Context: an optimization exercise on an open-source flow, tuned for small area, a short achievable clock period and few clock cycles. The choices shown serve that exercise and are no tape-out recipe.
Where RTL was checked, it was by simulation tests only, not by an equivalence proof against the original.
No functional check of the RTL was part of run 8.
In runs 2 to 8 the design's own scripts or RTL, not TritonCTS, make the clock network.
No driver is modelled on the clock port, so clock power and skew are understated where the tree is cut down; a real chip needs a root buffer or a tree.
Power figures rest on the tool's default switching activity, not on a simulated workload.

==> flow/design.v <==
module LZ77_Encoder(clk,reset,chardata,valid,encode,finish,offset,match_len,char_nxt);
input               clk;
input               reset;
input       [7:0]   chardata;
output reg          valid;
output              encode;
output reg          finish;
output reg  [3:0]   offset;
output reg  [2:0]   match_len;
output      [7:0]   char_nxt;
assign encode = 1'b1;
reg [79:0] hist;
reg [3:0]  cnt;
reg        st;
reg [9:1]  al;
always @(posedge clk)
    hist <= {hist[71:0], chardata};
reg [3:0] cnt_nx;
always @(*)
    case (cnt)
        4'd0: cnt_nx = 4'd1;
        4'd1: cnt_nx = 4'd2;
        4'd2: cnt_nx = 4'd3;
        4'd3: cnt_nx = 4'd4;
        4'd4: cnt_nx = 4'd5;
        4'd5: cnt_nx = 4'd6;
        4'd6: cnt_nx = 4'd7;
        4'd7: cnt_nx = 4'd8;
        default: cnt_nx = 4'd9;
    endcase
always @(posedge clk or posedge reset)
    if (reset) cnt <= 4'd0;
    else       cnt <= cnt_nx;
wire [7:0] cur = hist[7:0];
assign char_nxt = hist[15:8];
wire [9:1] eq;
genvar g;
generate
    for (g = 1; g <= 9; g = g + 1) begin : cmp
        assign eq[g] = (hist[8*g +: 8] == cur);
    end
endgenerate
wire [9:1] mask;
assign mask[1] = |cnt;
assign mask[2] = cnt[3] | cnt[2] | cnt[1];
assign mask[3] = cnt[3] | cnt[2] | (cnt[1] & cnt[0]);
assign mask[4] = cnt[3] | cnt[2];
assign mask[5] = cnt[3] | (cnt[2] & (cnt[1] | cnt[0]));
assign mask[6] = cnt[3] | (cnt[2] & cnt[1]);
assign mask[7] = cnt[3] | (cnt[2] & cnt[1] & cnt[0]);
assign mask[8] = cnt[3];
assign mask[9] = cnt[3] & cnt[0];
wire       en = (cnt != 4'd0);
wire [2:0] je = st ? 3'd0 : match_len;
wire [9:1] a  = al & eq;
wire [2:0] jn = {je[2] ^ (je[1] & je[0]), je[1] ^ je[0], ~je[0]};
reg [3:0] enc;
integer k;
always @(*) begin
    enc = 4'd0;
    for (k = 1; k <= 9; k = k + 1)
        if (a[k]) enc = k - 1;
end
wire kill = (a == 9'd0) || (je == 3'd7);
wire nk   = kill | ~en;
wire emit = en & kill & ~finish;
always @(posedge clk) begin
    st        <= nk;
    al        <= nk ? mask : a;
    match_len <= kill ? je : jn;
    if (!(kill && !st)) offset <= enc;
end
always @(posedge clk or posedge reset)
    if (reset) begin
        valid  <= 1'b0;
        finish <= 1'b0;
    end else begin
        valid <= emit;
        if (emit && cur == 8'h24) finish <= 1'b1;
    end
endmodule
==> flow/flow/run.sh <==
#!/bin/bash
# Layout flow: the standard synthesis, then the ORFS layout steps with
# settings from flow/params.sh (port buffer cell, setup margin for
# repair_timing, clock tree buffers), and optionally every logic cell reset to
# its smallest drive strength right after synthesis so that repair_timing
# only upsizes what the timing needs. Each tool's output goes to a log here.
set -euo pipefail
source flow/params.sh
R=orfs/results/$FLOW_PLATFORM/LZ77_Encoder/base
bash standard.sh synth > synth.log 2>&1
if [[ "${DOWNSIZE:-0}" == 1 ]]; then
  IN_DB=$R/1_synth.odb openroad -no_init -exit flow/downsize.tcl > downsize.log 2>&1
fi
bash standard.sh "${MAKEVARS[@]}" finish > layout.log 2>&1
==> flow/flow/downsize.tcl <==
# Swap every logic cell to the smallest-area cell of its family (same
# function, other drive strength). Flip-flops keep their type.
read_db $::env(IN_DB)
set db [ord::get_db]
set fam {}
foreach lib [$db getLibs] {
  foreach m [$lib getMasters] {
    set n [$m getName]
    if {[regexp {^(sky130_fd_sc_hd__[a-z0-9]+)_([0-9]+)$} $n -> base drv]} {
      dict lappend fam $base $m
    }
  }
}
set swapped 0
foreach inst [[ord::get_db_block] getInsts] {
  set m [$inst getMaster]
  set n [$m getName]
  if {![regexp {^(sky130_fd_sc_hd__[a-z0-9]+)_([0-9]+)$} $n -> base drv]} continue
  if {[regexp {__(df|edf|sdf|dl|sedf|clk|conb|tap|fill|decap)} $n]} continue
  set best $m
  set ba [expr {[$m getWidth] * [$m getHeight]}]
  foreach c [dict get $fam $base] {
    set a [expr {[$c getWidth] * [$c getHeight]}]
    if {$a < $ba} { set best $c; set ba $a }
  }
  if {$best ne $m} {
    $inst swapMaster $best
    incr swapped
  }
}
puts "downsized $swapped instances"
write_db $::env(IN_DB)
==> flow/flow/params.sh <==
DOWNSIZE=1
MAKEVARS=("BUFFER_PORTS_ARGS=-buffer_cell sky130_fd_sc_hd__buf_2" "CTS_ARGS=-sink_clustering_enable -repair_clock_nets -dont_use_dummy_load -sink_clustering_size 30 -buf_list sky130_fd_sc_hd__clkbuf_8" SETUP_SLACK_MARGIN=9.75 SETUP_MOVE_SEQUENCE=sizeup,swap)
==> flow/standard.sh <==
#!/bin/bash
# synth_recipe.tcl (not shown) runs the flow's synth.tcl, then flattens the netlist and writes it again
# the make line also repeats each setting of config.mk as NAME=value (left out here)
make -C /OpenROAD-flow-scripts/flow DESIGN_CONFIG=/design/flow/config.mk WORK_HOME=/design/flow/orfs CLKGATE_MAP_FILE= SYNTH_SCRIPT=/design/flow/synth_recipe.tcl "${@:-finish}"
==> flow/config.mk <==
export PLATFORM = sky130hd
export DESIGN_NAME = LZ77_Encoder
export DESIGN_NICKNAME = LZ77_Encoder
export VERILOG_FILES = /design/flow/design.v
export SDC_FILE = /design/flow/constraint.sdc
export NUM_CORES = 8
export LEC_CHECK = 0
export CAP_MARGIN = 40
export CORE_MARGIN = 2
export CORE_UTILIZATION = 30
export PLACE_DENSITY = 0.35
export SLEW_MARGIN = 40
==> flow/constraint.sdc <==
create_clock -name core_clock -period 13.0 [get_ports {clk}]
set_input_delay 2.6000 -clock core_clock [delete_from_list [all_inputs] [get_ports {clk}]]
set_output_delay 2.6000 -clock core_clock [all_outputs]
set_load 0.01 [all_outputs]
==> results.txt, run 1 <==
* **critical path data arrival time** 0.90 ns
* **synthesized area per cell** 11.04 um^2
* **initial cell density of the core** 31.03%
* **cell at the root of the clock tree** sky130_fd_sc_hd__clkbuf_8
* **clock latency on the worst-skew pair** 0.37 ns
* **weighted congestion reported at the end of routability-driven placement** 0.7316
* **aggregate global-route resource usage** 13.21%
* **number of buffers inserted for hold repair after clock tree synthesis** 0
* **number of buffers created by CTS** 9
* **Die Outline Area** 12850 um^2
* **Leakage** 1.526 nW
* **WHS** 0.3637 ns
* **endpoint with the worst hold slack** hist[75]$_DFF_P_
* **Final Slew Violations** 0
* **relative area change from synthesis to final layout** 12.66%
* **gate count after technology mapping** 325
* **Worst Min Path Start** hist[67]$_DFF_P_
* **antenna-violating nets left** 0
* **relative slew slack** 56.72%
* **RSZ-0062 raised after global routing** yes
* **mapped cell area** 3588 um^2
* **Finished Cell Area** 4043 um^2
* **Final setup violation count** 0
* **launch instance of the worst register-to-register path** hist[4]$_DFF_P_
* **start-to-end type of the worst setup path** flop to output pin
* **peak ir drop on the vdd network** 78.51 uV
* **vertical die dimension** 113.4 um
* **post-place instance area** 3826 um^2
* **cell chain of the critical path** buf_2
* **HPWL after DPL** 5865 um
* **reg2reg end** offset[0]$_SDFFCE_PP0N_
* **DR iter-0 viols** 82
* **clock tree from TritonCTS** built
* **warnings from Yosys** 1
* **maximum fanout along the worst path** 3
* **vias per std cell** 4.459
* **Tmin final** 3.504 ns
* **CP max-delay cell** sky130_fd_sc_hd__dfrtp_1
* **I/O Pins** 28
* **vias in the first global route** 2286
* **required time of the critical path** 10.40 ns
* **R2R setup slack** 10.16 ns
* **number of nets at the end of the flow** 358
* **antenna violations before repair** 0
* **share of final-layout standard cells stronger than drive strength 1** 15.54%
* **number of buffers between clock root and the deepest sink** 2
* **worst min path class** flop to flop
* **die width** 113.4 um
* **total power density per cell area** 137.2 nW/um^2
* **buffers inserted by post-CTS timing repair** 0
* **number of detailed-route iterations in the first pass** 4
* **final hold violations** 0
* **cell family contributing the most delay on the critical path** flip-flops
* **depth of the worst register-to-register path** 7
* **via total after detailed routing** 2158
* **worst path bufs/invs** 1
* **Worst setup EP type** output pin
* **non-filler cells in the finished layout** 484
* **transition at the pin with the smallest max-transition slack** 0.6483 ns
* **outcome** no timing/DRC/antenna violations
* **CTS clk-pin slew, worst paths** 0.09 ns
* **number of clock sinks seen by CTS** 103
* **Mapped Nets** 340
* **post-route clock skew** 0.01560 ns
* **Std-Cell Core Area** 11560 um^2
* **Worst path max stage delay** 0.39 ns
* **Critical Path Source** finish$_DFFE_PP0P_
* **highest clock rate** 0.2854 GHz
* **number of cell rows** 39
* **count of input and output buffers** 26
* **total power after layout** 0.5546 mW
* **# H-tree levels** 3
* **remaining routing DRC violations** 0
* **total wire length after detailed routing** 7603 um
* **Avg WL per Cell** 15.71 um
* **global-route wire length before repair** 12330 um
* **share of the cycle needed by the critical path after routing** 26.96%
* **Setup TNS** 0 ns
* **pin count of the biggest net entering global routing** 17
* **count of inserted antenna diode cells** 0
* **number of max-capacitance violations reported** 0
* **number of instances in the placed design** 475
* **startpoint type of the worst setup path** flop
* **depth of the worst hold-timing path** 0
* **global route total overflow** 0
## per-layer routing
layer  vias up  GRT usage (%)  part of all wire, %
li1       1108              -                    -
met1       998          16.87                   48
met2        38          20.72                   46
met3        14          4.835                  4.0
met4         0          4.553                  2.6
met5         -              0                    0
## flip-flops by register name, indices dropped and copies added, names as in the netlist
signal and cells:
valid 1, al 9, cnt 4, st 1, finish 1, match_len 3
offset 4, hist 80
## stage by stage
stage | util (%) | setup WS [ns]
after floorplan | - | 9.927
after global placement | 33.08 | 9.893
after detailed placement | 33.08 | 9.856
after CTS | 34.87 | 9.459
after global routing | 34.96 | 9.441
final | 34.96 | 9.496
## layout by cell type (no fill, tap or decap), drive strengths merged, types with 6 or more instances in the layout
| master | count |
|---|---|
| nand4 | 13 |
| dfrtp | 6 |
| nor2 | 9 |
| xnor2 | 72 |
| nor3 | 15 |
| dfxtp | 93 |
| nand3 | 14 |
| a21oi | 6 |
| buf | 26 |
| nand2 | 23 |
| clkbuf | 9 |
## cell type report
cell class | count | area (um^2)
multi-input cells | 198 | 1376
flip-flops and latches | 103 | 2146
well taps | 143 | 178.9
fillers | 1180 | 7522
inverters | 5 | 18.77
clock buffers | 9 | 123.9
repair buffers | 26 | 198.9
## worst max path at each step
| stage | end | slack [ns] | cells past startpoint |
|---|---|---|---|
| floorplan | char_nxt[0] | 9.93 | 1 |
| global placement | finish | 9.89 | 1 |
| detailed placement | offset[0]$_SDFFCE_PP0N_ | 9.86 | 7 |
| CTS | finish | 9.46 | 1 |
| global route | finish | 9.44 | 1 |
| finish | finish | 9.50 | 1 |
## power by group
part           switching, mW  internal, mW  leakage, nW  total, mW
registers             0.0159         0.335        0.899      0.351
logic                 0.0207        0.0242        0.562     0.0449
clock network         0.0964        0.0623       0.0647      0.159
total                  0.133         0.422         1.53      0.555
## what timing repair did
item                       in CTS  in global routing
gates resized for setup        22                  0
setup endpoints to repair      17                 17
gates cloned                    0                  0
Testbench counts, summed over its fixed seeds: cycles 24,720.
==> run 2, diff against run 1 <==
==> flow/flow/run.sh (replaced) <==
#!/bin/bash
# Layout flow: the standard synthesis, then the ORFS layout steps with
# settings from flow/params.sh (port buffer cell, setup margin for
# repair_timing), every logic cell first reset to its smallest drive strength
# so that repair only upsizes what timing needs, and the clock tree that CTS
# builds replaced by one level of buffers (flow/clocktree.tcl).
# Each tool's output goes to a log file here.
set -euo pipefail
source flow/params.sh
R=orfs/results/$FLOW_PLATFORM/LZ77_Encoder/base
bash standard.sh synth > synth.log 2>&1
if [[ "${DOWNSIZE:-0}" == 1 ]]; then
  IN_DB=$R/1_synth.odb openroad -no_init -exit flow/downsize.tcl > downsize.log 2>&1
fi
export CLK_GROUPS CLK_BUF
bash standard.sh "${MAKEVARS[@]}" POST_CTS_TCL=$PWD/flow/clocktree.tcl finish > layout.log 2>&1
==> flow/flow/clocktree.tcl (new file) <==
# POST_CTS hook: replace the clock tree that CTS built with one level of
# clock buffers driven by the clock port. The registers are split into
# CLK_GROUPS groups of about equal size by recursive median cuts of their
# positions; each group gets one buffer (CLK_BUF) at its centre, so every
# register sees the same structure: port -> one buffer -> clock pin.
set block [ord::get_db_block]
set db [ord::get_db]
set ngroups $::env(CLK_GROUPS)
set bufm [$db findMaster $::env(CLK_BUF)]

set clkport [$block findBTerm clk]
set clknet [$clkport getNet]

# every clock pin of a register, wherever in the tree it hangs now
set sinks {}
set cts_insts {}
foreach inst [$block getInsts] {
  set mname [[$inst getMaster] getName]
  if {[regexp {__(df|edf|sdf)} $mname]} {
    set ck [$inst findITerm CLK]
    if {$ck ne "NULL"} { lappend sinks $ck }
  }
}
# the buffers CTS made: instances whose output drives a clock net
foreach net [$block getNets] {
  if {[$net getSigType] ne "CLOCK"} continue
  foreach it [$net getITerms] {
    set inst [$it getInst]
    set mname [[$inst getMaster] getName]
    if {[regexp {__(clkbuf|clkinv|buf|inv|bufinv|clkdly)} $mname] && [$it isOutputSignal]} {
      lappend cts_insts $inst
    }
  }
}
set cts_insts [lsort -unique $cts_insts]
puts "clocktree: [llength $sinks] sinks, removing [llength $cts_insts] CTS cells"
set oldnets {}
foreach inst $cts_insts {
  foreach it [$inst getITerms] {
    set n [$it getNet]
    if {$n ne "NULL" && $n ne $clknet} { lappend oldnets $n }
    $it disconnect
  }
  odb::dbInst_destroy $inst
}
foreach ck $sinks { if {[$ck getNet] ne "NULL"} { $ck disconnect } }
foreach n [lsort -unique $oldnets] {
  if {[llength [$n getITerms]] == 0 && [llength [$n getBTerms]] == 0} { odb::dbNet_destroy $n }
}

proc pin_xy {it} {
  set inst [$it getInst]
  set b [$inst getBBox]
  return [list [expr {([$b xMin] + [$b xMax]) / 2}] [expr {([$b yMin] + [$b yMax]) / 2}]]
}
proc split_groups {items n axis} {
  if {$n <= 1} { return [list $items] }
  set keyed {}
  foreach it $items { lappend keyed [list [lindex [pin_xy $it] $axis] $it] }
  set keyed [lsort -integer -index 0 $keyed]
  set n1 [expr {$n / 2}]
  set cut [expr {int(round([llength $keyed] * double($n1) / $n))}]
  set a {}; set b {}
  set i 0
  foreach k $keyed { if {$i < $cut} { lappend a [lindex $k 1] } else { lappend b [lindex $k 1] }; incr i }
  set nx [expr {1 - $axis}]
  return [concat [split_groups $a $n1 $nx] [split_groups $b [expr {$n - $n1}] $nx]]
}
# cut first across the longer side of the sink region
set xs {}; set ys {}
foreach ck $sinks { lassign [pin_xy $ck] x y; lappend xs $x; lappend ys $y }
set xs [lsort -integer $xs]; set ys [lsort -integer $ys]
set axis [expr {([lindex $xs end] - [lindex $xs 0]) >= ([lindex $ys end] - [lindex $ys 0]) ? 0 : 1}]
set groups [split_groups $sinks $ngroups $axis]

set gi 0
foreach g $groups {
  set sx 0; set sy 0
  foreach ck $g { lassign [pin_xy $ck] x y; set sx [expr {$sx + $x}]; set sy [expr {$sy + $y}] }
  set cx [expr {$sx / [llength $g]}]; set cy [expr {$sy / [llength $g]}]
  set buf [odb::dbInst_create $block $bufm "clkbuf_root_$gi"]
  set net [odb::dbNet_create $block "clknet_root_$gi"]
  $net setSigType CLOCK
  [$buf findITerm A] connect $clknet
  [$buf findITerm X] connect $net
  foreach ck $g { $ck connect $net }
  $buf setLocation [expr {$cx - [$bufm getWidth] / 2}] [expr {$cy - [$bufm getHeight] / 2}]
  $buf setPlacementStatus PLACED
  puts "clocktree: group $gi: [llength $g] sinks, buffer at $cx $cy"
  incr gi
}
detailed_placement
check_placement -verbose
estimate_parasitics -placement
report_clock_latency -include_internal_latency
report_clock_skew
==> flow/flow/params.sh (replaced) <==
DOWNSIZE=1
CLK_GROUPS=4
CLK_BUF=sky130_fd_sc_hd__clkbuf_16
MAKEVARS=("BUFFER_PORTS_ARGS=-buffer_cell sky130_fd_sc_hd__buf_2" "CTS_ARGS=-sink_clustering_enable -repair_clock_nets -dont_use_dummy_load -sink_clustering_size 30 -buf_list sky130_fd_sc_hd__clkbuf_8" SETUP_SLACK_MARGIN=9.6 SETUP_MOVE_SEQUENCE=sizeup,swap)
==> run 2 against run 1 <==
Effect of this change:
- critical path type unchanged
- still clean on timing, DRC and antenna
- largest cell class unchanged
- cell area is 0.59% lower
- largest power group unchanged
- via count is 1.1% lower
- combinational power hardly changed
- utilization is 0.21 points lower
- first-iteration DRC count is 32% higher
==> results.txt, run 2 <==
* **cell-internal power** 0.4161 mW, -1.3%
* **vertical die dimension** 113.4 um, unchanged
* **worst path bufs/invs** 1, unchanged
* **flip-flop count of the largest register after layout** 80, unchanged
* **total power density per cell area** 132.6 nW/um^2, -3.3%
* **transition at the pin with the smallest max-transition slack** 0.6530 ns, +0.004707 ns
* **cell chain of the critical path** buf_2
* **Std-Cell Core Area** 11560 um^2, unchanged
* **Final setup violation count** 0, unchanged
* **global route total overflow** 0, unchanged
* **Die Outline Area** 12850 um^2, unchanged
* **warnings from Yosys** 1, unchanged
* **number of max-capacitance violations reported** 0, unchanged
* **count of input and output buffers** 26, unchanged
* **Flop pwr share** 65.9%, +2.6 points
* **pin count of the biggest net entering global routing** 27, +10
* **largest reg by FF count** hist
* **combined area of the multi-input logic cells** 1376 um^2, unchanged
* **most frequent cells in the layout** 82 x sky130_fd_sc_hd__dfxtp_1, 72 x sky130_fd_sc_hd__xnor2_1, 23 x sky130_fd_sc_hd__nand2_1
* **mapped cell area** 3588 um^2, unchanged
* **RSZ-0062 raised after global routing** no
* **via total after detailed routing** 2134, -1.1%
* **critical path data arrival time** 0.71 ns, -0.19 ns
* **share of the cycle needed by the critical path after routing** 25.43%, -1.5 points
* **peak ir drop on the vdd network** 78.81 uV, +0.38%
* **NetSw** 0.1168 mW, -12%
* **antenna-violating nets left** 0, unchanged
* **DR iter-0 viols** 108, +32%
* **global-route wire length before repair** 12170 um, -1.3%
* **registers with the most flip-flops** hist: 80 flops, al: 9 flops
* **Leakage** 1.511 nW, -1.0%
* **aggregate global-route resource usage** 12.62%, -0.59 points
* **logic gate share of total power** 8.4%, +0.3 points
* **I/O Pins** 28, unchanged
* **Worst path max stage delay** 0.40 ns, about the same
* **outcome** no timing/DRC/antenna violations
* **Mapped Nets** 340, unchanged
* **gate count after technology mapping** 325, unchanged
* **share of final-layout standard cells stronger than drive strength 1** 14.29%, -1.3 points
* **number of inserted filler cells in the final layout** 1178, -0.17%
* **number of nets at the end of the flow** 353, -1.4%
* **remaining routing DRC violations** 0, unchanged
* **startpoint type of the worst setup path** flop
* **Final Slew Violations** 0, unchanged
* **final hold violations** 0, unchanged
* **Sequential Area** 2146 um^2, unchanged
* **proportion of total power due to net switching** 21.91%, -2.1 points
* **antenna violations before repair** 0, unchanged
* **relative area change from synthesis to final layout** 11.99%
* **CP max-delay cell** sky130_fd_sc_hd__dfrtp_1
* **most common library cell in the layout ignoring fill and taps** sky130_fd_sc_hd__dfxtp_1
* **number of clock sinks seen by CTS** 103, unchanged
* **relative slew slack** 56.40%, -0.31 points
* **Worst setup EP type** output pin
* **WHS** 0.3608 ns, -0.002895 ns
* **number of cell rows** 39, unchanged
* **weighted congestion reported at the end of routability-driven placement** 0.7316, unchanged
* **clock share of power** 25.7%, -2.9 points
* **CTS clk-pin slew, worst paths** 0.10 ns, about the same
* **HPWL after DPL** 5865 um, unchanged
* **cell family contributing the most delay on the critical path** flip-flops
* **vias per std cell** 4.455, about the same
* **worst min path class** flop to flop
* **Setup TNS** 0 ns, unchanged
* **initial cell density of the core** 31.03%, unchanged
* **Avg WL per Cell** 15.62 um, -0.54%
* **count of inserted antenna diode cells** 0, unchanged
* **start-to-end type of the worst setup path** flop to output pin
* **synthesized area per cell** 11.04 um^2, unchanged
* **post-route clock skew** 0.007592 ns, -0.008012 ns
* **R2R setup slack** 10.18 ns, +0.02 ns
* **number of detailed-route iterations in the first pass** 4, unchanged
* **die width** 113.4 um, unchanged
* **vias in the first global route** 2270, -0.70%
* **maximum fanout along the worst path** 3, unchanged
* **required time of the critical path** 10.40 ns, about the same
* **Tmin final** 3.306 ns, -0.1982 ns
* **highest clock rate** 0.3025 GHz, +6.0%
* **clock latency on the worst-skew pair** 0.16 ns, -0.21 ns
* **total wire length after detailed routing** 7484 um, -1.6%
run 2: path summary, 6_finish.rpt:
| kind | start | to | cells past startpoint |
|---|---|---|---|
| min in group asynchronous | reset | cnt[2]$_DFF_PP0_ | 2 |
| min | hist[36]$_DFF_P_ | hist[44]$_DFF_P_ | 0 |
| max | finish$_DFFE_PP0P_ | finish | 1 |
| max in group asynchronous | reset | cnt[0]$_DFF_PP0_ | 2 |
| min reg2reg | hist[36]$_DFF_P_ | hist[44]$_DFF_P_ | 0 |
| max reg2reg | hist[4]$_DFF_P_ | offset[0]$_SDFFCE_PP0N_ | 7 |
run 2: metrics by stage:
stage | power, mW | utilization, % | cells | worst slack [ns] | cell area (um^2)
2_1_floorplan | 0.3875 | - | 325 | 9.927 | 3588
3_3_place_gp | 0.4033 | 33.08 | 475 | 9.893 | 3826
3_5_place_dp | 0.4025 | 33.08 | 475 | 9.856 | 3826
5_1_grt | 0.5604 | 34.75 | 479 | 9.662 | 4019
6_report | 0.5329 | 34.75 | 479 | 9.694 | 4019
run 2: metal layers:
metal	part of all wire, %	global-route usage (%)	vias up
met5	0	0	-
met4	2.4	3.821	0
met3	3.3	3.188	11
met2	45	20.00	34
met1	49	17.08	994
li1	-	-	1095
run 2: power by group through the flow:
stage	clock network, mW	registers (mW)	logic (mW)
2_1_floorplan	0	0.351	0.0368
3_3_place_gp	0	0.359	0.0448
6_report	0.137	0.351	0.0450
3_5_place_dp	0	0.358	0.0443
5_1_grt	0.156	0.354	0.0505
run 2: area by class of cell:
cell class                 count  share of cell area (%)
buffer                         4                   2.491
inverter                       5                  0.4670
multi-input combinational    198                   34.25
sequential                   103                   53.39
tap                          143                   4.452
timing repair buffer          26                   4.950
==> run 3, diff against run 2 <==
==> flow/flow/params.sh (replaced) <==
DOWNSIZE=1
CLK_GROUPS=4
CLK_BUF=sky130_fd_sc_hd__clkbuf_16
MAKEVARS=("BUFFER_PORTS_ARGS=-buffer_cell sky130_fd_sc_hd__buf_2" "CTS_ARGS=-sink_clustering_enable -repair_clock_nets -dont_use_dummy_load -sink_clustering_size 30 -buf_list sky130_fd_sc_hd__clkbuf_8" SETUP_SLACK_MARGIN=9.75 SETUP_MOVE_SEQUENCE=sizeup,swap)
==> run 3 against run 2 <==
Effect of this change:
- still clean
- sequential cell count is the same
- global-route usage is the same
- sequential share of layout area is the same
- final cell count is the same
- worst setup slack is the same
- clock power is essentially flat
- register-to-register slack is essentially flat
- die area is the same
- clock skew is the same
==> results.txt, run 3 <==
* **vias in the first global route** 2270, unchanged
* **final core occ** 34.75%, unchanged
* **number of clock sinks seen by CTS** 103, unchanged
* **Avg WL per Cell** 15.62 um, unchanged
* **Worst path max stage delay** 0.40 ns, about the same
* **aggregate global-route resource usage** 12.62%, unchanged
* **vias per std cell** 4.455, unchanged
* **minimum setup slack in the final design** 9.694 ns, unchanged
* **relative area change from synthesis to final layout** 11.99%, unchanged
* **number of cell rows** 39, unchanged
* **global-route wire length before repair** 12170 um, unchanged
* **gate count after technology mapping** 325, unchanged
* **Leakage** 1.511 nW, unchanged
* **pin count of the biggest net entering global routing** 27, unchanged
* **Std-Cell Core Area** 11560 um^2, unchanged
* **Finished Cell Area** 4019 um^2, unchanged
* **startpoint type of the worst setup path** flop
* **final hold violations** 0, unchanged
* **NetSw** 0.1168 mW, unchanged
* **R2R setup slack** 10.18 ns, about the same
* **worst path bufs/invs** 1, unchanged
* **HPWL after DPL** 5865 um, unchanged
* **global route total overflow** 0, unchanged
* **clock latency on the worst-skew pair** 0.16 ns, about the same
* **I/O Pins** 28, unchanged
* **total power density per cell area** 132.6 nW/um^2, unchanged
* **number of max-capacitance violations reported** 0, unchanged
* **reg2reg end** offset[0]$_SDFFCE_PP0N_
* **peak ir drop on the vdd network** 78.81 uV, unchanged
* **number of nets at the end of the flow** 353, unchanged
* **cell-internal power** 0.4161 mW, unchanged
* **Mapped Nets** 340, unchanged
* **Post-Place Setup Slack** 9.856 ns, unchanged
* **highest clock rate** 0.3025 GHz, unchanged
* **launch instance of the worst register-to-register path** hist[4]$_DFF_P_
* **relative slew slack** 56.40%, unchanged
* **share of the cycle needed by the critical path after routing** 25.43%, unchanged
* **post-place instance area** 3826 um^2, unchanged
* **vertical die dimension** 113.4 um, unchanged
* **critical path data arrival time** 0.71 ns, about the same
* **required time of the critical path** 10.40 ns, about the same
* **total power after layout** 0.5329 mW, unchanged
* **Tmin final** 3.306 ns, unchanged
* **outcome** no timing/DRC/antenna violations
* **Final Slew Violations** 0, unchanged
* **maximum fanout along the worst path** 3, unchanged
* **warnings from Yosys** 1, unchanged
* **weighted congestion reported at the end of routability-driven placement** 0.7316, unchanged
* **Setup TNS** 0 ns, unchanged
* **proportion of total power due to net switching** 21.91%, unchanged
* **Final setup violation count** 0, unchanged
* **number of detailed-route iterations in the first pass** 4, unchanged
* **via total after detailed routing** 2134, unchanged
* **count of inserted antenna diode cells** 0, unchanged
* **depth of the critical timing path with buffers and inverters included** 1, unchanged
* **cell chain of the critical path** buf_2
* **start-to-end type of the worst setup path** flop to output pin
* **destination of the critical timing path** finish
* **registers with the most flip-flops** hist: 80 flops, al: 9 flops
* **most common library cell in the layout ignoring fill and taps** sky130_fd_sc_hd__dfxtp_1
* **remaining routing DRC violations** 0, unchanged
* **Worst setup EP type** output pin
* **CTS clk-pin slew, worst paths** 0.10 ns, about the same
* **antenna violations before repair** 0, unchanged
* **CP max-delay cell** sky130_fd_sc_hd__dfrtp_1
* **share of final-layout standard cells stronger than drive strength 1** 14.29%, unchanged
* **depth of the worst register-to-register path** 7, unchanged
* **total wire length after detailed routing** 7484 um, unchanged
* **most frequent cells in the layout** 82 x sky130_fd_sc_hd__dfxtp_1, 72 x sky130_fd_sc_hd__xnor2_1, 23 x sky130_fd_sc_hd__nand2_1
* **flip-flop count of the largest register after layout** 80, unchanged
* **antenna-violating nets left** 0, unchanged
* **cell family contributing the most delay on the critical path** flip-flops
* **transition at the pin with the smallest max-transition slack** 0.6530 ns, unchanged
* **Flop pwr share** 65.9%, about the same
* **count of input and output buffers** 26, unchanged
* **clock share of power** 25.7%, about the same
* **synthesized area per cell** 11.04 um^2, unchanged
* **mapped cell area** 3588 um^2, unchanged
* **DR iter-0 viols** 108, unchanged
* **die width** 113.4 um, unchanged
* **post-route clock skew** 0.007592 ns, unchanged
* **Critical Path Source** finish$_DFFE_PP0P_
* **largest reg by FF count** hist
* **initial cell density of the core** 31.03%, unchanged
* **logic gate share of total power** 8.4%, about the same
* **worst min path class** flop to flop
* **RSZ-0062 raised after global routing** yes
* **Die Outline Area** 12850 um^2, unchanged
[run 3: how the worst min path moves through the flow]
stage	start	endpoint	slack [ns]	cells after the start
2_1_floorplan	hist[2]$_DFF_P_	hist[10]$_DFF_P_	0.33	0
3_3_place_gp	hist[31]$_DFF_P_	hist[39]$_DFF_P_	0.35	0
3_5_place_dp	hist[23]$_DFF_P_	hist[31]$_DFF_P_	0.36	0
5_1_grt	hist[36]$_DFF_P_	hist[44]$_DFF_P_	0.37	0
6_report	hist[36]$_DFF_P_	hist[44]$_DFF_P_	0.36	0
[run 3: per-stage QoR]
stage / std cells / hold WS, ns
3_5_place_dp: 475 / 0.3559
3_3_place_gp: 475 / 0.3542
5_1_grt: 479 / 0.3703
6_report: 479 / 0.3608
2_1_floorplan: 325 / 0.3291
[run 3: final cells by class]
cell class	instances	area [um^2]
fill	1178	7546
sequential	103	2146
multi-input combinational	198	1376
timing repair buffer	26	198.9
tap	143	178.9
buffer	4	100.1
inverter	5	18.77
[run 3: power groups by stage]
stage | clock, mW | combinational [mW] | sequential, mW
floorplan | 0 | 0.0368 | 0.351
global placement | 0 | 0.0448 | 0.359
detailed placement | 0 | 0.0443 | 0.358
global route | 0.156 | 0.0505 | 0.354
finish | 0.137 | 0.0450 | 0.351
[run 3: per-layer routing]
layer	wire length, um	vias up	track usage [%]
met5	0	-	0
met4	178	0	3.821
met3	245	11	3.188
met2	3400	34	20.00
met1	3659	994	17.08
li1	-	1095	-
==> run 4, diff against run 3 <==
==> flow/flow/params.sh (replaced) <==
DOWNSIZE=1
CLK_GROUPS=4
CLK_BUF=sky130_fd_sc_hd__clkbuf_16
MAKEVARS=("BUFFER_PORTS_ARGS=-buffer_cell sky130_fd_sc_hd__buf_2" "CTS_ARGS=-sink_clustering_enable -repair_clock_nets -dont_use_dummy_load -sink_clustering_size 30 -buf_list sky130_fd_sc_hd__clkbuf_8" SETUP_SLACK_MARGIN=9.9 SETUP_MOVE_SEQUENCE=sizeup,swap)
==> run 4 against run 3 <==
Effect of this change:
- critical path depth is the same
- die area is the same
- critical path type unchanged
- still clean on timing, DRC and antenna
- via count shrank 0.47%
- sequential cell count is the same
- clock skew is essentially flat
- utilization grew 0.065 points
- synthesized area is the same
- worst setup slack is essentially flat
- total power is essentially flat
- sequential power is essentially flat
- cell area grew 0.19%
- combinational power is essentially flat
==> results.txt, run 4 <==
* **number of clock sinks seen by CTS** 103, unchanged
* **start-to-end type of the worst setup path** flop to output pin
* **I/O Pins** 28, unchanged
* **vias per std cell** 4.434, -0.47%
* **registers with the most flip-flops** hist: 80 flops, al: 9 flops
* **pin count of the biggest net entering global routing** 27, unchanged
* **worst path bufs/invs** 1, unchanged
* **RSZ-0062 raised after global routing** yes
* **count of input and output buffers** 26, unchanged
* **antenna-violating nets left** 0, unchanged
* **HPWL after DPL** 5865 um, unchanged
* **highest clock rate** 0.3024 GHz, about the same
* **antenna violations before repair** 0, unchanged
* **Leakage** 1.511 nW, about the same
* **gate count after technology mapping** 325, unchanged
* **initial cell density of the core** 31.03%, unchanged
* **global-route wire length before repair** 12160 um, about the same
* **Post-Place Setup Slack** 9.856 ns, unchanged
* **required time of the critical path** 10.40 ns, about the same
* **transition at the pin with the smallest max-transition slack** 0.5841 ns, -0.06897 ns
* **startpoint type of the worst setup path** flop
* **Sequential Area** 2153 um^2, +0.35%
* **critical path data arrival time** 0.71 ns, about the same
* **maximum fanout along the worst path** 3, unchanged
* **minimum setup slack in the final design** 9.694 ns, -0.0001500 ns
* **Setup TNS** 0 ns, unchanged
* **outcome** no timing/DRC/antenna violations
* **global route total overflow** 0, unchanged
* **most common library cell in the layout ignoring fill and taps** sky130_fd_sc_hd__dfxtp_1
* **post-place instance area** 3826 um^2, unchanged
* **CTS clk-pin slew, worst paths** 0.10 ns, about the same
* **relative area change from synthesis to final layout** 12.20%
* **largest reg by FF count** hist
* **Die Outline Area** 12850 um^2, unchanged
* **mapped cell area** 3588 um^2, unchanged
* **combined area of the multi-input logic cells** 1376 um^2, unchanged
* **number of max-capacitance violations reported** 0, unchanged
* **post-route clock skew** 0.007333 ns, -0.0002594 ns
* **share of the cycle needed by the critical path after routing** 25.43%, about the same
* **DR iter-0 viols** 99, -8.3%
* **peak ir drop on the vdd network** 78.72 uV, -0.11%
* **remaining routing DRC violations** 0, unchanged
* **Tmin final** 3.306 ns, +0.0001500 ns
* **vertical die dimension** 113.4 um, unchanged
* **Final Slew Violations** 0, unchanged
* **final hold violations** 0, unchanged
* **clock latency on the worst-skew pair** 0.16 ns, about the same
* **Avg WL per Cell** 15.65 um, +0.16%
* **final core occ** 34.82%, +0.065 points
* **synthesized area per cell** 11.04 um^2, unchanged
* **aggregate global-route resource usage** 12.62%, unchanged
* **relative slew slack** 61.01%, +4.6 points
* **die width** 113.4 um, unchanged
* **number of inserted filler cells in the final layout** 1174, -0.34%
* **weighted congestion reported at the end of routability-driven placement** 0.7316, unchanged
* **via total after detailed routing** 2124, -0.47%
* **Final setup violation count** 0, unchanged
* **number of nets at the end of the flow** 353, unchanged
* **total power density per cell area** 132.4 nW/um^2, -0.15%
* **total wire length after detailed routing** 7496 um, +0.16%
* **number of cell rows** 39, unchanged
* **number of detailed-route iterations in the first pass** 4, unchanged
* **CP max-delay cell** sky130_fd_sc_hd__dfrtp_1
* **worst min path class** flop to flop
* **vias in the first global route** 2275, +0.22%
* **cell chain of the critical path** buf_2
* **Finished Cell Area** 4026 um^2, +0.19%
* **share of final-layout standard cells stronger than drive strength 1** 16.07%, +1.8 points
* **count of inserted antenna diode cells** 0, unchanged
* **Std-Cell Core Area** 11560 um^2, unchanged
* **cell family contributing the most delay on the critical path** flip-flops
* **flip-flop count of the largest register after layout** 80, unchanged
* **warnings from Yosys** 1, unchanged
* **Mapped Nets** 340, unchanged
* **most frequent cells in the layout** 76 x sky130_fd_sc_hd__dfxtp_1, 72 x sky130_fd_sc_hd__xnor2_1, 23 x sky130_fd_sc_hd__nand2_1
* **Worst path max stage delay** 0.40 ns, about the same
* **Worst setup EP type** output pin
## run 4: worst paths after layout
path	from	to	slack [ns]	cells past startpoint
max	finish$_DFFE_PP0P_	finish	9.69	1
min	hist[36]$_DFF_P_	hist[44]$_DFF_P_	0.36	0
max reg2reg	hist[7]$_DFF_P_	offset[0]$_SDFFCE_PP0N_	10.25	7
min reg2reg	hist[36]$_DFF_P_	hist[44]$_DFF_P_	0.36	0
max in group asynchronous	reset	cnt[0]$_DFF_PP0_	10.47	2
min in group asynchronous	reset	cnt[2]$_DFF_PP0_	2.33	2
## run 4: area by class of cell
type	instances	area share, %
Multi-Input combinational cell	198	34.18
Buffer	4	2.486
Sequential cell	103	53.48
Timing Repair Buffer	26	4.941
Inverter	5	0.4661
Tap cell	143	4.444
## run 4: routing by layer
metal,routed length (um),vias to the layer above,global-route usage (%)
li1,-,1096,-
met1,3680,985,17.08
met2,3395,32,20.00
met3,242,11,3.188
met4,178,0,3.821
met5,0,-,0
## run 4: report_power, final
part	internal [mW]	total (mW)	switching [mW]	leakage, nW
Sequential	0.335	0.351	0.0159	0.899
Combinational	0.0242	0.0451	0.0208	0.562
Clock	0.0568	0.137	0.0800	0.0493
## run 4: metrics by stage
step / power, mW / cells / hold slack (ns)
finish: 0.5331 / 479 / 0.3611
detailed placement: 0.4025 / 475 / 0.3559
floorplan: 0.3875 / 325 / 0.3291
global placement: 0.4033 / 475 / 0.3542
global route: 0.5607 / 479 / 0.3703
==> run 5, diff against run 4 <==
==> flow/flow/params.sh (replaced) <==
DOWNSIZE=1
CLK_GROUPS=4
CLK_BUF=sky130_fd_sc_hd__clkbuf_16
MAKEVARS=("BUFFER_PORTS_ARGS=-buffer_cell sky130_fd_sc_hd__buf_2" "CTS_ARGS=-sink_clustering_enable -repair_clock_nets -dont_use_dummy_load -sink_clustering_size 30 -buf_list sky130_fd_sc_hd__clkbuf_8" SETUP_SLACK_MARGIN=9.75)
==> run 5 against run 4 <==
Effect of this change:
- sequential power hardly changed
- cell area is 1.3% higher
- total power is 0.41% higher
- sequential cell count stayed put
- fmax is 0.86% higher
- clock power hardly changed
- worst setup slack better by 0.028 ns
==> results.txt, run 5 <==
* **outcome** no timing/DRC/antenna violations
* **flip-flop count of the largest register after layout** 80, unchanged
* **start-to-end type of the worst setup path** flop to output pin
* **total power after layout** 0.5353 mW, +0.41%
* **global-route wire length before repair** 12270 um, +0.85%
* **Post-Place Setup Slack** 9.856 ns, unchanged
* **final hold violations** 0, unchanged
* **mapped cell area** 3588 um^2, unchanged
* **RSZ-0062 raised after global routing** yes
* **worst min path class** flop to flop
* **vertical die dimension** 113.4 um, unchanged
* **share of the cycle needed by the critical path after routing** 25.22%, -0.22 points
* **Die Outline Area** 12850 um^2, unchanged
* **vias in the first global route** 2279, +0.18%
* **initial cell density of the core** 31.03%, unchanged
* **total power density per cell area** 131.2 nW/um^2, -0.88%
* **startpoint type of the worst setup path** flop
* **most common library cell in the layout ignoring fill and taps** sky130_fd_sc_hd__dfxtp_1
* **Worst path max stage delay** 0.37 ns, -0.03 ns
* **weighted congestion reported at the end of routability-driven placement** 0.7316, unchanged
* **Setup TNS** 0 ns, unchanged
* **antenna-violating nets left** 0, unchanged
* **Leakage** 1.550 nW, +2.6%
* **number of clock sinks seen by CTS** 103, unchanged
* **Final setup violation count** 0, unchanged
* **number of max-capacitance violations reported** 0, unchanged
* **worst path bufs/invs** 1, unchanged
* **cell family contributing the most delay on the critical path** flip-flops
* **CP max-delay cell** sky130_fd_sc_hd__edfxtp_1
* **CTS clk-pin slew, worst paths** 0.10 ns, about the same
* **number of detailed-route iterations in the first pass** 4, unchanged
* **minimum setup slack in the final design** 9.722 ns, +0.02829 ns
* **DR iter-0 viols** 76, -23%
* **critical path data arrival time** 0.68 ns, -0.03 ns
* **total wire length after detailed routing** 7531 um, +0.47%
* **Finished Cell Area** 4079 um^2, +1.3%
* **Tmin final** 3.278 ns, -0.02829 ns
* **HPWL after DPL** 5865 um, unchanged
* **peak ir drop on the vdd network** 78.38 uV, -0.44%
* **Avg WL per Cell** 15.46 um, -1.2%
* **Mapped Nets** 340, unchanged
* **registers with the most flip-flops** hist: 80 flops, al: 9 flops
* **count of input and output buffers** 26, unchanged
* **count of inserted antenna diode cells** 0, unchanged
* **die width** 113.4 um, unchanged
* **gate count after technology mapping** 325, unchanged
* **I/O Pins** 28, unchanged
* **remaining routing DRC violations** 0, unchanged
* **transition at the pin with the smallest max-transition slack** 0.6526 ns, +0.06851 ns
* **relative area change from synthesis to final layout** 13.67%
* **number of nets at the end of the flow** 361, +2.3%
* **antenna violations before repair** 0, unchanged
* **required time of the critical path** 10.40 ns, about the same
* **Final Slew Violations** 0, unchanged
* **number of cell rows** 39, unchanged
* **cell chain of the critical path** buf_2
* **post-place instance area** 3826 um^2, unchanged
* **largest reg by FF count** hist
* **Std-Cell Core Area** 11560 um^2, unchanged
* **vias per std cell** 4.452, +0.39%
* **share of final-layout standard cells stronger than drive strength 1** 16.28%, +0.21 points
* **Worst setup EP type** output pin
* **synthesized area per cell** 11.04 um^2, unchanged
* **most frequent cells in the layout** 82 x sky130_fd_sc_hd__dfxtp_1, 72 x sky130_fd_sc_hd__xnor2_1, 23 x sky130_fd_sc_hd__nand2_1
* **global route total overflow** 0, unchanged
* **warnings from Yosys** 1, unchanged
* **clock latency on the worst-skew pair** 0.16 ns, about the same
* **aggregate global-route resource usage** 12.70%, +0.079 points
* **pin count of the biggest net entering global routing** 27, unchanged
* **via total after detailed routing** 2168, +2.1%
* **maximum fanout along the worst path** 1, -2
* **highest clock rate** 0.3051 GHz, +0.86%
* **relative slew slack** 56.43%, -4.6 points
* **post-route clock skew** 0.006279 ns, -0.001054 ns
run 5: path summary, 6_finish.rpt:
path | from | endpoint | slack, ns | depth (start not counted)
worst max-delay path | offset[2]$_SDFFCE_PP0N_ | offset[2] | 9.72 | 1
worst min-delay path | hist[36]$_DFF_P_ | hist[44]$_DFF_P_ | 0.36 | 0
worst max register to register | hist[4]$_DFF_P_ | offset[0]$_SDFFCE_PP0N_ | 10.18 | 7
worst min register to register | hist[36]$_DFF_P_ | hist[44]$_DFF_P_ | 0.36 | 0
max in group asynchronous | reset | cnt[0]$_DFF_PP0_ | 10.47 | 2
min in group asynchronous | reset | cnt[2]$_DFF_PP0_ | 2.34 | 2
run 5: layout make-up:
class | instances | area (um^2)
Buffer | 4 | 100.1
Fill cell | 1174 | 7486
Inverter | 5 | 18.77
Multi-Input combinational cell | 198 | 1376
Sequential cell | 103 | 2146
Tap cell | 143 | 178.9
Timing Repair Buffer | 34 | 259.0
run 5: layer usage:
metal	up-vias	global-route usage (%)	part of all wire [%]
li1	1112	-	-
met3	11	3.188	3.3
met1	1011	17.21	48
met4	0	3.821	2.4
met2	34	20.12	46
met5	-	0	0
run 5: metrics by stage:
stage | util, % | instances | hold WS, ns
after global placement | 33.08 | 475 | 0.3542
after floorplan | - | 325 | 0.3291
after detailed placement | 33.08 | 475 | 0.3559
final | 35.27 | 487 | 0.3627
after global routing | 35.27 | 487 | 0.3703
run 5: power by group:
part	internal [mW]	leakage [nW]	switching, mW	total, mW
Clock	0.0568	0.0493	0.0804	0.137
Sequential	0.335	0.899	0.0154	0.351
Combinational	0.0260	0.601	0.0216	0.0476
==> run 6, diff against run 5 <==
==> flow/flow/params.sh (replaced) <==
DOWNSIZE=1
CLK_GROUPS=4
CLK_BUF=sky130_fd_sc_hd__buf_12
MAKEVARS=("BUFFER_PORTS_ARGS=-buffer_cell sky130_fd_sc_hd__buf_2" "CTS_ARGS=-sink_clustering_enable -repair_clock_nets -dont_use_dummy_load -sink_clustering_size 30 -buf_list sky130_fd_sc_hd__clkbuf_8" SETUP_SLACK_MARGIN=9.45)
==> run 6 against run 5 <==
Effect of this change:
- first-iteration DRC count is 12% lower
- utilization is 1.4 points lower
- routed wire length up 0.27%
- critical path depth unchanged
- combinational power is 9.0% lower
- total power is 1.8% lower
==> results.txt, run 6 <==
* **critical path data arrival time** 0.68 ns, about the same
* **number of nets at the end of the flow** 353, -2.2%
* **aggregate global-route resource usage** 12.59%, -0.11 points
* **registers with the most flip-flops** hist: 80 flops, al: 9 flops
* **peak ir drop on the vdd network** 76.71 uV, -2.1%
* **antenna violations before repair** 0, unchanged
* **antenna-violating nets left** 0, unchanged
* **share of the cycle needed by the critical path after routing** 25.21%, about the same
* **final hold violations** 0, unchanged
* **weighted congestion reported at the end of routability-driven placement** 0.7316, unchanged
* **RSZ-0062 raised after global routing** no
* **Final Slew Violations** 0, unchanged
* **worst path bufs/invs** 1, unchanged
* **clock latency on the worst-skew pair** 0.14 ns, -0.02 ns
* **most common library cell in the layout ignoring fill and taps** sky130_fd_sc_hd__dfxtp_1
* **synthesized area per cell** 11.04 um^2, unchanged
* **remaining routing DRC violations** 0, unchanged
* **Tmin final** 3.277 ns, -0.0007300 ns
* **warnings from Yosys** 1, unchanged
* **number of detailed-route iterations in the first pass** 4, unchanged
* **mapped cell area** 3588 um^2, unchanged
* **minimum setup slack in the final design** 9.723 ns, +0.0007300 ns
* **Worst setup EP type** output pin
* **I/O Pins** 28, unchanged
* **share of final-layout standard cells stronger than drive strength 1** 11.01%, -5.3 points
* **vias per std cell** 4.438, -0.30%
* **number of cell rows** 39, unchanged
* **via total after detailed routing** 2126, -1.9%
* **outcome** no timing/DRC/antenna violations
* **final core occ** 33.86%, -1.4 points
* **vias in the first global route** 2251, -1.2%
* **relative area change from synthesis to final layout** 9.135%
* **DR iter-0 viols** 67, -12%
* **Avg WL per Cell** 15.76 um, +1.9%
* **Worst path max stage delay** 0.40 ns, +0.03 ns
* **Mapped Nets** 340, unchanged
* **transition at the pin with the smallest max-transition slack** 0.6750 ns, +0.02237 ns
* **required time of the critical path** 10.40 ns, about the same
* **Post-Place Setup Slack** 9.856 ns, unchanged
* **count of inserted antenna diode cells** 0, unchanged
* **worst min path class** flop to flop
* **gate count after technology mapping** 325, unchanged
* **die width** 113.4 um, unchanged
* **number of clock sinks seen by CTS** 103, unchanged
* **HPWL after DPL** 5865 um, unchanged
* **maximum fanout along the worst path** 3, +2
* **cell family contributing the most delay on the critical path** flip-flops
* **total wire length after detailed routing** 7551 um, +0.27%
* **Die Outline Area** 12850 um^2, unchanged
* **flip-flop count of the largest register after layout** 80, unchanged
* **CTS clk-pin slew, worst paths** 0.10 ns, about the same
* **CP max-delay cell** sky130_fd_sc_hd__dfrtp_1
* **Final setup violation count** 0, unchanged
* **startpoint type of the worst setup path** flop
* **total power density per cell area** 134.2 nW/um^2, +2.2%
* **count of input and output buffers** 26, unchanged
* **initial cell density of the core** 31.03%, unchanged
* **global-route wire length before repair** 12160 um, -0.85%
* **most frequent cells in the layout** 93 x sky130_fd_sc_hd__dfxtp_1, 72 x sky130_fd_sc_hd__xnor2_1, 26 x sky130_fd_sc_hd__buf_2
* **Setup TNS** 0 ns, unchanged
* **cell chain of the critical path** buf_2
* **vertical die dimension** 113.4 um, unchanged
* **Std-Cell Core Area** 11560 um^2, unchanged
* **global route total overflow** 0, unchanged
* **relative slew slack** 54.94%, -1.5 points
* **highest clock rate** 0.3051 GHz, about the same
* **Leakage** 1.479 nW, -4.6%
* **post-route clock skew** 0.006592 ns, +0.0003132 ns
* **largest reg by FF count** hist
* **number of max-capacitance violations reported** 0, unchanged
* **pin count of the biggest net entering global routing** 27, unchanged
* **start-to-end type of the worst setup path** flop to output pin
==> run 6: cell count changes in the layout (fill, tap and decap cells not counted) <==
cell and delta:
sky130_fd_sc_hd__buf_12 +4, sky130_fd_sc_hd__buf_2 +11, sky130_fd_sc_hd__buf_4 -8, sky130_fd_sc_hd__buf_6 -11
sky130_fd_sc_hd__clkbuf_16 -4, sky130_fd_sc_hd__dfxtp_1 +11, sky130_fd_sc_hd__dfxtp_2 -11
==> run 6: per-stage QoR <==
stage	area, um^2	hold WS (ns)	power, mW	cells
2_1_floorplan	3588	0.3291	0.3875	325
3_3_place_gp	3826	0.3542	0.4033	475
3_5_place_dp	3826	0.3559	0.4025	475
5_1_grt	3916	0.3708	0.5507	479
6_report	3916	0.3649	0.5255	479
==> run 6: area by class of cell <==
| type | instances | area (um^2) |
|---|---|---|
| fill | 1178 | 7649 |
| sequential | 103 | 2132 |
| multi-input combinational | 198 | 1376 |
| tap | 143 | 178.9 |
| timing repair buffer | 26 | 130.1 |
| buffer | 4 | 80.08 |
| inverter | 5 | 18.77 |
==> run 6: report_power, final <==
group	internal (mW)	switching (mW)	leakage (nW)
logic	0.0225	0.0208	0.544
registers	0.335	0.0156	0.898
clock network	0.0502	0.0816	0.0376
==> run 6: worst paths after layout <==
| path | from | endpoint | slack (ns) | depth (start not counted) |
|---|---|---|---|---|
| setup / recovery | finish$_DFFE_PP0P_ | finish | 9.72 | 1 |
| hold reg to reg | hist[36]$_DFF_P_ | hist[44]$_DFF_P_ | 0.36 | 0 |
| setup reg to reg | hist[4]$_DFF_P_ | offset[0]$_SDFFCE_PP0N_ | 10.16 | 7 |
| max in group asynchronous | reset | cnt[0]$_DFF_PP0_ | 10.45 | 2 |
| hold / removal | hist[36]$_DFF_P_ | hist[44]$_DFF_P_ | 0.36 | 0 |
| min in group asynchronous | reset | cnt[2]$_DFF_PP0_ | 2.36 | 2 |
==> run 6: routing by layer <==
layer | up-vias | track usage (%) | wire [um]
met2 | 30 | 20.04 | 3361
met5 | - | 0 | 0
met1 | 986 | 16.95 | 3782
li1 | 1100 | - | -
met4 | 0 | 3.821 | 179
met3 | 10 | 3.188 | 228
==> run 7, diff against run 6 <==
==> flow/flow/params.sh (replaced) <==
DOWNSIZE=1
CLK_GROUPS=4
CLK_BUF=sky130_fd_sc_hd__clkbuf_16
MAKEVARS=("BUFFER_PORTS_ARGS=-buffer_cell sky130_fd_sc_hd__buf_2" "CTS_ARGS=-sink_clustering_enable -repair_clock_nets -dont_use_dummy_load -sink_clustering_size 30 -buf_list sky130_fd_sc_hd__clkbuf_8" SETUP_SLACK_MARGIN=9.45)
==> run 7 against run 6 <==
Effect of this change:
- combinational power is essentially flat
- synthesized cell count is the same
- critical path depth is the same
- via count is essentially flat
- utilization grew 0.17 points
- synthesized area is the same
- final cell count is the same
- die area is the same
- critical endpoint unchanged
- highest routed layer unchanged
==> results.txt, run 7 <==
* **synthesized area per cell** 11.04 um^2, unchanged
* **peak ir drop on the vdd network** 78.74 uV, +2.6%
* **critical path data arrival time** 0.71 ns, +0.03 ns
* **cell family contributing the most delay on the critical path** flip-flops
* **highest clock rate** 0.3024 GHz, -0.89%
* **aggregate global-route resource usage** 12.59%, unchanged
* **antenna violations before repair** 0, unchanged
* **count of input and output buffers** 26, unchanged
* **transition at the pin with the smallest max-transition slack** 0.6763 ns, +0.001363 ns
* **Final setup violation count** 0, unchanged
* **global-route wire length before repair** 12150 um, -0.12%
* **via total after detailed routing** 2128, +0.094%
* **mapped cell area** 3588 um^2, unchanged
* **proportion of total power due to net switching** 21.92%, -0.53 points
* **required time of the critical path** 10.40 ns, about the same
* **layer with the highest usage after global routing** met2
* **Leakage** 1.491 nW, +0.79%
* **CP max-delay cell** sky130_fd_sc_hd__dfrtp_1
* **Flop pwr share** 66.1%, -0.6 points
* **number of instances in the placed design** 475, unchanged
* **cell chain of the critical path** buf_2
* **number of clock sinks seen by CTS** 103, unchanged
* **global routing met2 resource utilization** 19.88%, -0.16 points
* **startpoint type of the worst setup path** flop
* **warnings from Yosys** 1, unchanged
* **registers with the most flip-flops** hist: 80 flops, al: 9 flops
* **worst path bufs/invs** 1, unchanged
* **vertical die dimension** 113.4 um, unchanged
* **Final Slew Violations** 0, unchanged
* **count of inserted antenna diode cells** 0, unchanged
* **start-to-end type of the worst setup path** flop to output pin
* **initial cell density of the core** 31.03%, unchanged
* **total power density per cell area** 134.7 nW/um^2, +0.41%
* **clock latency on the worst-skew pair** 0.16 ns, +0.02 ns
* **maximum fanout along the worst path** 3, unchanged
* **relative slew slack** 54.85%, -0.091 points
* **I/O Pins** 28, unchanged
* **met1 capacity usage during global routing** 17.08%, +0.13 points
* **number of inserted filler cells in the final layout** 1172, -0.51%
* **worst min path class** flop to flop
* **depth of the worst hold-timing path** 0, unchanged
* **CTS clk-pin slew, worst paths** 0.10 ns, about the same
* **die width** 113.4 um, unchanged
* **total wire length after detailed routing** 7470 um, -1.1%
* **final hold violations** 0, unchanged
* **outcome** no timing/DRC/antenna violations
* **vias per std cell** 4.443, about the same
* **HPWL after DPL** 5865 um, unchanged
* **cell-internal power** 0.4142 mW, +1.6%
* **clock share of power** 25.8%, +0.7 points
* **flip-flop count of the largest register after layout** 80, unchanged
* **gate count after technology mapping** 325, unchanged
* **logic gate share of total power** 8.2%, about the same
* **Die Outline Area** 12850 um^2, unchanged
* **Worst setup EP type** output pin
* **remaining routing DRC violations** 0, unchanged
* **Tmin final** 3.307 ns, +0.02927 ns
* **Std-Cell Core Area** 11560 um^2, unchanged
* **Worst path max stage delay** 0.40 ns, about the same
* **relative area change from synthesis to final layout** 9.693%
* **global route total overflow** 0, unchanged
* **non-filler cells in the finished layout** 479, unchanged
* **RSZ-0062 raised after global routing** no
* **NetSw** 0.1162 mW, -1.5%
* **number of max-capacitance violations reported** 0, unchanged
* **depth of the worst register-to-register path** 7, unchanged
* **M3 GR Usage** 3.188%, unchanged
* **depth of the critical timing path with buffers and inverters included** 1, unchanged
* **share of the cycle needed by the critical path after routing** 25.44%, +0.23 points
* **Avg WL per Cell** 15.59 um, -1.1%
* **share of final-layout standard cells stronger than drive strength 1** 11.01%, unchanged
* **largest reg by FF count** hist
* **DR iter-0 viols** 74, +10%
* **pin count of the biggest net entering global routing** 27, unchanged
* **post-route clock skew** 0.006172 ns, -0.0004198 ns
* **weighted congestion reported at the end of routability-driven placement** 0.7316, unchanged
* **number of detailed-route iterations in the first pass** 4, unchanged
* **most common library cell in the layout ignoring fill and taps** sky130_fd_sc_hd__dfxtp_1
* **most frequent cells in the layout** 93 x sky130_fd_sc_hd__dfxtp_1, 72 x sky130_fd_sc_hd__xnor2_1, 26 x sky130_fd_sc_hd__buf_2
* **number of nets at the end of the flow** 353, unchanged
* **Setup TNS** 0 ns, unchanged
* **Mapped Nets** 340, unchanged
* **vias in the first global route** 2244, -0.31%
* **number of cell rows** 39, unchanged
* **antenna-violating nets left** 0, unchanged
run 7: cell count changes in the layout (fill, tap and decap cells not counted), sizes merged:
| cell | change |
|---|---|
| buf | -4 |
| clkbuf | +4 |
run 7: routing by layer:
metal | vias to the layer above | wire [um]
met5 | - | 0
met4 | 0 | 173
met3 | 10 | 247
met2 | 36 | 3363
met1 | 988 | 3685
li1 | 1094 | -
run 7: area by class of cell:
type	count	area, um^2	share of cell area (%)
repair buffers	26	130.1	3.306
inverters	5	18.77	0.4768
multi-input cells	198	1376	34.96
flip-flops and latches	103	2132	54.16
plain buffers	4	100.1	2.543
well taps	143	178.9	4.545
run 7: per-stage QoR:
step / instance area, um^2 / utilization (%) / setup WS (ns) / hold slack, ns / power (mW)
global placement: 3826 / 33.08 / 9.893 / 0.3542 / 0.4033
detailed placement: 3826 / 33.08 / 9.856 / 0.3559 / 0.4025
global route: 3936 / 34.04 / 9.662 / 0.3705 / 0.5582
finish: 3936 / 34.04 / 9.693 / 0.3619 / 0.5304
floorplan: 3588 / - / 9.927 / 0.3291 / 0.3875
run 7: worst paths after layout:
path	from	endpoint	slack, ns
hold / removal	hist[36]$_DFF_P_	hist[44]$_DFF_P_	0.36
hold reg to reg	hist[36]$_DFF_P_	hist[44]$_DFF_P_	0.36
min in group asynchronous	reset	cnt[2]$_DFF_PP0_	2.33
setup reg to reg	hist[4]$_DFF_P_	offset[0]$_SDFFCE_PP0N_	10.18
max in group asynchronous	reset	cnt[0]$_DFF_PP0_	10.47
setup / recovery	finish$_DFFE_PP0P_	finish	9.69
run 7: power by group through the flow:
stage	Combinational [mW]	Clock [mW]	Sequential (mW)
2_1_floorplan	0.0368	0	0.351
3_5_place_dp	0.0443	0	0.358
5_1_grt	0.0488	0.156	0.354
6_report	0.0432	0.137	0.350
3_3_place_gp	0.0448	0	0.359
==> run 8, diff against run 7 <==
--- a/flow/design.v
+++ b/flow/design.v
@@ -60,5 +60,5 @@
     enc = 4'd0;
     for (k = 1; k <= 9; k = k + 1)
-        if (a[k]) enc = k - 1;
+        if (al[k]) enc = k - 1;
 end
 wire kill = (a == 9'd0) || (je == 3'd7);
@@ -69,5 +69,5 @@
     al        <= nk ? mask : a;
     match_len <= kill ? je : jn;
-    if (!(kill && !st)) offset <= enc;
+    offset    <= st ? 4'd0 : enc;
 end
 always @(posedge clk or posedge reset)
==> flow/flow/params.sh (replaced) <==
DOWNSIZE=1
CLK_GROUPS=4
CLK_BUF=sky130_fd_sc_hd__buf_12
MAKEVARS=("BUFFER_PORTS_ARGS=-buffer_cell sky130_fd_sc_hd__buf_2" "CTS_ARGS=-sink_clustering_enable -repair_clock_nets -dont_use_dummy_load -sink_clustering_size 30 -buf_list sky130_fd_sc_hd__clkbuf_8" SETUP_SLACK_MARGIN=9.45)
==> run 8 against run 7 <==
Effect of this change:
- still clean on timing, DRC and antenna
- synthesized area fell by 3.8%
- first-iteration DRC count rose by 18%
- combinational power fell by 14%
- worst setup slack improved by 0.016 ns
- synthesized cell count fell by 5.2%
- die area fell by 3.7%
- total power fell by 2.7%
- global-route usage fell by 1.3 points
- critical path depth did not move
- clock skew rose by 0.0071 ns
- sequential power barely moved
- critical endpoint unchanged
==> results.txt, run 8 <==
* **vertical die dimension** 111.3 um, -1.9%
* **cell chain of the critical path** buf_2
* **Tmin final** 3.291 ns, -0.01568 ns
* **number of detailed-route iterations in the first pass** 4, unchanged
* **Final Slew Violations** 0, unchanged
* **clock latency on the worst-skew pair** 0.14 ns, -0.02 ns
* **startpoint type of the worst setup path** flop
* **Setup TNS** 0 ns, unchanged
* **Leakage** 1.432 nW, -3.9%
* **share of the cycle needed by the critical path after routing** 25.32%, -0.12 points
* **global-route wire length before repair** 10650 um, -12%
* **transition at the pin with the smallest max-transition slack** 0.7537 ns, +0.07741 ns
* **worst path bufs/invs** 1, unchanged
* **number of inserted filler cells in the final layout** 1200, +2.4%
* **RSZ-0062 raised after global routing** no
* **number of max-capacitance violations reported** 0, unchanged
* **most frequent cells in the layout** 97 x sky130_fd_sc_hd__dfxtp_1, 73 x sky130_fd_sc_hd__xnor2_1, 26 x sky130_fd_sc_hd__buf_2
* **I/O Pins** 28, unchanged
* **relative slew slack** 49.75%, -5.1 points
* **most common library cell in the layout ignoring fill and taps** sky130_fd_sc_hd__dfxtp_1
* **number of nets at the end of the flow** 336, -4.8%
* **Worst path max stage delay** 0.41 ns, about the same
* **outcome** no timing/DRC/antenna violations
* **antenna-violating nets left** 0, unchanged
* **worst min path class** flop to flop
* **total power after layout** 0.5159 mW, -2.7%
* **Final setup violation count** 0, unchanged
* **post-route clock skew** 0.01326 ns, +0.007092 ns
* **relative area change from synthesis to final layout** 9.206%
* **share of final-layout standard cells stronger than drive strength 1** 9.718%, -1.3 points
* **total power density per cell area** 136.8 nW/um^2, +1.6%
* **number of cell rows** 39, unchanged
* **Die Outline Area** 12380 um^2, -3.7%
* **required time of the critical path** 10.40 ns, about the same
* **pin count of the biggest net entering global routing** 27, unchanged
* **start-to-end type of the worst setup path** flop to output pin
* **gate count after technology mapping** 308, -5.2%
* **critical path data arrival time** 0.69 ns, -0.02 ns
* **cell family contributing the most delay on the critical path** flip-flops
* **global route total overflow** 0, unchanged
* **peak ir drop on the vdd network** 90.47 uV, +15%
* **mapped cell area** 3452 um^2, -3.8%
* **total wire length after detailed routing** 6495 um, -13%
* **count of input and output buffers** 26, unchanged
* **depth of the critical timing path with buffers and inverters included** 1, unchanged
* **initial cell density of the core** 30.49%, -0.54 points
* **CP max-delay cell** sky130_fd_sc_hd__dfrtp_1
* **Worst setup EP type** output pin
* **DR iter-0 viols** 87, +18%
* **HPWL after DPL** 4987 um, -15%
* **remaining routing DRC violations** 0, unchanged
* **maximum fanout along the worst path** 3, unchanged
* **Avg WL per Cell** 14.06 um, -9.9%
* **Std-Cell Core Area** 11320 um^2, -2.1%
* **vias in the first global route** 2009, -10%
* **largest reg by FF count** hist
* **aggregate global-route resource usage** 11.27%, -1.3 points
* **count of inserted antenna diode cells** 0, unchanged
* **highest clock rate** 0.3039 GHz, +0.48%
* **weighted congestion reported at the end of routability-driven placement** 0.8263, +13%
* **die width** 111.3 um, -1.9%
* **synthesized area per cell** 11.21 um^2, +1.5%
* **depth of the worst register-to-register path** 7, unchanged
* **vias per std cell** 4.212, -5.2%
* **registers with the most flip-flops** hist: 80 flops, al: 9 flops
* **final hold violations** 0, unchanged
* **number of clock sinks seen by CTS** 103, unchanged
* **antenna violations before repair** 0, unchanged
* **via total after detailed routing** 1946, -8.6%
* **CTS clk-pin slew, worst paths** 0.11 ns, about the same
* **flip-flop count of the largest register after layout** 80, unchanged
* **depth of the worst hold-timing path** 0, unchanged
* **warnings from Yosys** 1, unchanged
* **Mapped Nets** 323, -5.0%
==> run 8: power by group <==
group | leakage [nW] | switching (mW) | internal [mW]
Combinational | 0.513 | 0.0156 | 0.0214
Sequential | 0.882 | 0.0154 | 0.332
Clock | 0.0376 | 0.0811 | 0.0502
Total | 1.43 | 0.112 | 0.404
==> run 8: path summary, 6_finish.rpt <==
kind                                     from                 end  slack (ns)
setup / recovery           finish$_DFFE_PP0P_              finish        9.71
hold / removal               hist[43]$_DFF_P_    hist[51]$_DFF_P_        0.36
setup reg to reg              hist[4]$_DFF_P_       al[9]$_DFF_P_       10.20
hold reg to reg              hist[43]$_DFF_P_    hist[51]$_DFF_P_        0.36
max in group asynchronous               reset  finish$_DFFE_PP0P_       10.46
min in group asynchronous               reset    cnt[1]$_DFF_PP0_        2.35
==> run 8: metrics by stage <==
step / cell area, um^2 / hold WS, ns / worst slack (ns) / utilization [%] / instances
5_1_grt: 3770 / 0.3700 / 9.654 / 33.30 / 462
3_5_place_dp: 3690 / 0.3550 / 9.888 / 32.59 / 458
3_3_place_gp: 3690 / 0.3540 / 9.902 / 32.59 / 458
6_report: 3770 / 0.3567 / 9.709 / 33.30 / 462
2_1_floorplan: 3452 / 0.3291 / 9.927 / - / 308
==> run 8: cell type report <==
class | count | area [um^2] | area share (%)
tap | 143 | 178.9 | 4.746
sequential | 103 | 2092 | 55.49
inverter | 7 | 26.28 | 0.6970
timing repair buffer | 26 | 130.1 | 3.452
buffer | 4 | 80.08 | 2.124
multi-input combinational | 179 | 1262 | 33.49
==> run 8: layer usage <==
layer	share of wire, %	global-route usage (%)	vias to the layer above
li1	-	-	1020
met1	47	14.59	886
met2	49	19.02	34
met3	3.0	1.695	6
met4	1.6	4.198	0
met5	0	0	-

re-timing with driven ports:
How much do the figures lean on ideal ports? The routed layouts below were timed once more, with nothing changed but the port constraints. Step 1 sets driving cells, clkbuf_16 on the clock port and buf_2 on the other inputs (assumed; they add their load-dependent delay and slew). Step 2 adds t to the input delays and takes it off the output delays; t is the mean of the earliest and latest rising clock arrival at the registers after step 1. Input paths then give back, and output paths get back, about the clock's delay inside the block. Three values: ideal, step 1, step 2; two values: the first two.
run | t (ns) | setup WS [ns] | worst setup path at the end
run 1 | 0.398 | 9.496 / 9.461 / 9.860 | register to output
run 2 | 0.239 | 9.694 / 9.612 / 9.851 | register to output
run 3 | 0.239 | 9.694 / 9.612 / 9.851 | register to output
run 4 | 0.239 | 9.694 / 9.612 / 9.851 | register to output
run 5 | 0.239 | 9.722 / 9.641 / 9.880 | register to output
run 6 | 0.223 | 9.723 / 9.635 / 9.857 | register to output
run 7 | 0.239 | 9.693 / 9.612 / 9.851 | register to output
run 8 | 0.220 | 9.709 / 9.625 / 9.845 | register to output
After both steps every run listed still meets setup and hold.
